Source: an optimization exercise on an open RTL-to-GDS flow (aim: small area). Production flows keep margins and buffers that such runs may drop. At most, simulation tests tie the RTL to the original design; equivalence was not proved.

==> run a: inputs <==
==> flow/design.v <==
module fifo_sync(
  clk,
  aresetn,
  data_wr,
  wr_en,
  data_rd,
  rd_en,
  data_count,
  full,
  overflow,
  empty,
  underflow
);
  parameter DATA_W = 8;
  parameter SIZE = 32;
  localparam SIZE_W = $clog2(SIZE) + 1;
  localparam POINTER_W = $clog2(SIZE);
  input clk;
  input aresetn;
  input [DATA_W - 1:0] data_wr;
  input wr_en;
  output reg [DATA_W - 1:0] data_rd;
  input rd_en;
  output reg [SIZE_W - 1:0] data_count;
  output full;
  output reg overflow;
  output empty;
  output reg underflow;
  reg [DATA_W - 1:0] data [0:SIZE - 1];
  reg [POINTER_W - 1:0] head;
  reg [POINTER_W - 1:0] tail;
  assign full = data_count == SIZE;
  assign empty = data_count == 0;
  integer i;
  always@(posedge clk, negedge aresetn) begin
    if(aresetn == 0) begin
      for(i = 0 ; i < SIZE; i = i + 1) begin
        data[i] <= 0;
      end
      data_rd <= 0;
      data_count <= 0;
      overflow <= 0;
      underflow <= 0;
      head <= 0;
      tail <= 0;
    end else begin
      overflow <= 0;
      underflow <= 0;
      if(rd_en == 1) begin
        if(empty == 1) begin
          underflow <= 1;
        end else begin
          data_rd <= data[tail];
          data_count <= data_count - 1;
          tail <= tail + 1;
        end
      end
      if(wr_en == 1) begin
        if(full == 1) begin
          overflow <= 1;
          tail <= tail + 1;
        end else begin
          data_count <= data_count + 1;
        end
        data[head] <= data_wr;
        head <= head + 1;
      end
      if(rd_en == 1 && wr_en == 1 && empty == 0) begin
        data_count <= data_count;
      end
    end
  end
endmodule
==> flow/run.sh <==
#!/bin/bash
# synth_recipe.tcl (not shown) runs the flow's synth.tcl, then flattens the netlist and writes it again
# the make line also repeats each setting of config.mk as NAME=value (left out here)
make -C /OpenROAD-flow-scripts/flow DESIGN_CONFIG=/design/flow/config.mk WORK_HOME=/design/flow/orfs CLKGATE_MAP_FILE= SYNTH_SCRIPT=/design/flow/synth_recipe.tcl finish
==> flow/config.mk <==
export PLATFORM = sky130hd
export DESIGN_NAME = fifo_sync
export DESIGN_NICKNAME = fifo_sync
export VERILOG_FILES = /design/flow/design.v
export SDC_FILE = /design/flow/constraint.sdc
export NUM_CORES = 4
export LEC_CHECK = 0
export CAP_MARGIN = 20
export CORE_MARGIN = 2
export CORE_UTILIZATION = 40
export SLEW_MARGIN = 20
==> flow/constraint.sdc <==
create_clock -name core_clock -period 4.0 [get_ports {clk}]
set_input_delay 0.8000 -clock core_clock [delete_from_list [all_inputs] [get_ports {clk}]]
set_output_delay 0.8000 -clock core_clock [all_outputs]
set_load 0.01 [all_outputs]
==> run b: changes against run a <==
==> flow/design.v, changed modules only <==
module fifo_sync(
  clk,
  aresetn,
  data_wr,
  wr_en,
  data_rd,
  rd_en,
  data_count,
  full,
  overflow,
  empty,
  underflow
);
  input clk;
  input aresetn;
  input [7:0] data_wr;
  input wr_en;
  output reg [7:0] data_rd;
  input rd_en;
  output reg [5:0] data_count;
  output full;
  output reg overflow;
  output empty;
  output reg underflow;
  reg [7:0] sr [0:31];
  assign full = data_count[5];
  assign empty = data_count == 6'd0;
  wire rd_ok = rd_en & ~empty;
  integer i;
  always @(posedge clk) begin
    if (wr_en) begin
      sr[0] <= data_wr;
      for (i = 1; i < 32; i = i + 1)
        sr[i] <= sr[i - 1];
    end
  end
  wire [3:0] lo_n;
  wire [7:0] hi_n;
  wire [32:0] sel;
  genvar g, j;
  generate
    for (j = 0; j < 4; j = j + 1) begin : g_lo
      fifo_nand3 u_lo(.a(rd_en), .b(data_count[1] == j[1]), .c(data_count[0] == j[0]), .y(lo_n[j]));
    end
    for (g = 0; g < 8; g = g + 1) begin : g_hi
      fifo_nand4 u_hi(.a(~data_count[5]), .b(data_count[4] == g[2]), .c(data_count[3] == g[1]),
                      .d(data_count[2] == g[0]), .y(hi_n[g]));
    end
    for (g = 0; g < 31; g = g + 1) begin : g_sel
      fifo_nor2 u_sel(.a(hi_n[(g + 1) >> 2]), .b(lo_n[(g + 1) & 3]), .y(sel[g]));
    end
  endgenerate
  assign sel[31] = rd_en & data_count[5];
  assign sel[32] = ~rd_ok;
  wire [7:0] rd_next;
  genvar b, k;
  generate
    for (b = 0; b < 8; b = b + 1) begin : g_bit
      wire [32:0] d;
      wire [10:0] t;
      wire [2:0] u;
      for (k = 0; k < 32; k = k + 1) begin : g_d
        assign d[k] = sr[k][b];
      end
      assign d[32] = data_rd[b];
      for (k = 0; k < 11; k = k + 1) begin : g_aoi
        fifo_aoi222 u_aoi(.a1(sel[3 * k]), .a2(d[3 * k]), .b1(sel[3 * k + 1]), .b2(d[3 * k + 1]),
                          .c1(sel[3 * k + 2]), .c2(d[3 * k + 2]), .y(t[k]));
      end
      fifo_nand4 u_n0(.a(t[0]), .b(t[1]), .c(t[2]), .d(t[3]), .y(u[0]));
      fifo_nand4 u_n1(.a(t[4]), .b(t[5]), .c(t[6]), .d(t[7]), .y(u[1]));
      fifo_nand3 u_n2(.a(t[8]), .b(t[9]), .c(t[10]), .y(u[2]));
      fifo_or3 u_or(.a(u[0]), .b(u[1]), .c(u[2]), .y(rd_next[b]));
    end
  endgenerate
  always @(posedge clk, negedge aresetn) begin
    if (!aresetn) begin
      data_rd <= 8'd0;
      data_count <= 6'd0;
      overflow <= 1'b0;
      underflow <= 1'b0;
    end else begin
      overflow <= wr_en & full;
      underflow <= rd_en & empty;
      data_rd <= rd_next;
      if (wr_en & ~full & ~rd_ok)
        data_count <= data_count + 6'd1;
      else if (rd_ok & ~wr_en)
        data_count <= data_count - 6'd1;
    end
  end
endmodule
module fifo_aoi222(a1, a2, b1, b2, c1, c2, y);
  input a1, a2, b1, b2, c1, c2;
  output y;
  assign y = ~((a1 & a2) | (b1 & b2) | (c1 & c2));
endmodule
module fifo_nand4(a, b, c, d, y);
  input a, b, c, d;
  output y;
  assign y = ~(a & b & c & d);
endmodule
module fifo_nand3(a, b, c, y);
  input a, b, c;
  output y;
  assign y = ~(a & b & c);
endmodule
module fifo_nor2(a, b, y);
  input a, b;
  output y;
  assign y = ~(a | b);
endmodule
module fifo_or3(a, b, c, y);
  input a, b, c;
  output y;
  assign y = a | b | c;
endmodule
Settings changed: SYNTH_HIERARCHICAL set to 1.
==> results.txt <==
Synthesized cell count: run a is higher than run b (120%).
Of run a and run b, run b has the higher sequential share of layout area (gap 26 points).
Cell count: run b is lower than run a (44%).
In run a the die area is larger than in run b, by 37%.
Design area: run a is larger than run b (about 36%).
Of run a and run b, run a has the higher flip-flop and latch count (gap 10).
Of run a and run b, run a has the higher fmax (gap 4.1%, measured against run b).
Against run a, the clock skew of run b is lower by 0.0027 ns.
==> figures <==
Worst setup path end: run b data_count[5]$_DFFE_PN0P_; run a full
Via/cell ratio: run b 5.870; run a 5.925
Outcome: run b finished clean; run a finished clean
Detailed router's first-iteration violation count: run b 903; run a 905
R2r worst-path depth: run b 8; run a 7
Die height: run b 160.1 um; run a 187.2 um
Total area of multi-input combinational cells: run b 1565 um2; run a 5957 um2
Sw frac: run b 24.74%; run a 36.28%
Non-Clock Buffer Count: run b 32; run a 67
Length of routed met2 wiring: run b 8851 um; run a 17,510 um
Number of sequential cells in the layout: run b 272; run a 282
Final cell utilization of the core: run b 46.53%; run a 46.00%
Number of stages on the worst setup path: run b 8; run a 6
Mean cell area of the mapped netlist: run b 20.05 um2; run a 12.39 um2
Data required time at the worst endpoint: run b 4.39 ns; run a 3.20 ns
Wire length of the first global-routing pass: run b 29,880 um; run a 61,910 um
Most common cell in the synthesized netlist: run b edfxtp_1; run a dfrtp_1
Setup ws final: run b 0.5396 ns; run a 0.6774 ns
For run b, only the layout was checked, not whether the RTL still works.

-- separate check: timing with driven ports --
The flow's constraints put no driver on any port. The routed layouts listed below were extracted and timed again, unchanged, in two steps. Step 1, drivers: a clkbuf_16 drives clk and a buf_2 each remaining input, both assumed. Step 2 also shifts input and output timing later by t, the mid clock arrival at the registers, as if the neighbouring blocks saw the same clock. Slacks: ideal / step 1 / step 2; pairs: ideal / step 1.
run | t, ns | slack for setup (ns) | slew at the worst register clock pin (ns) | pins driven straight from the clock port
run a | 0.608 | 0.677 / 0.633 / 0.827 | 0.07 / 0.07 | 1
run b | 0.564 | 0.540 / 0.540 / 0.528 | 0.06 / 0.06 | 1
After both steps every run listed still meets setup and hold. The setup slack of run b, which loses most, moves by 0.000 ns with the drivers and by -0.012 ns with both steps.
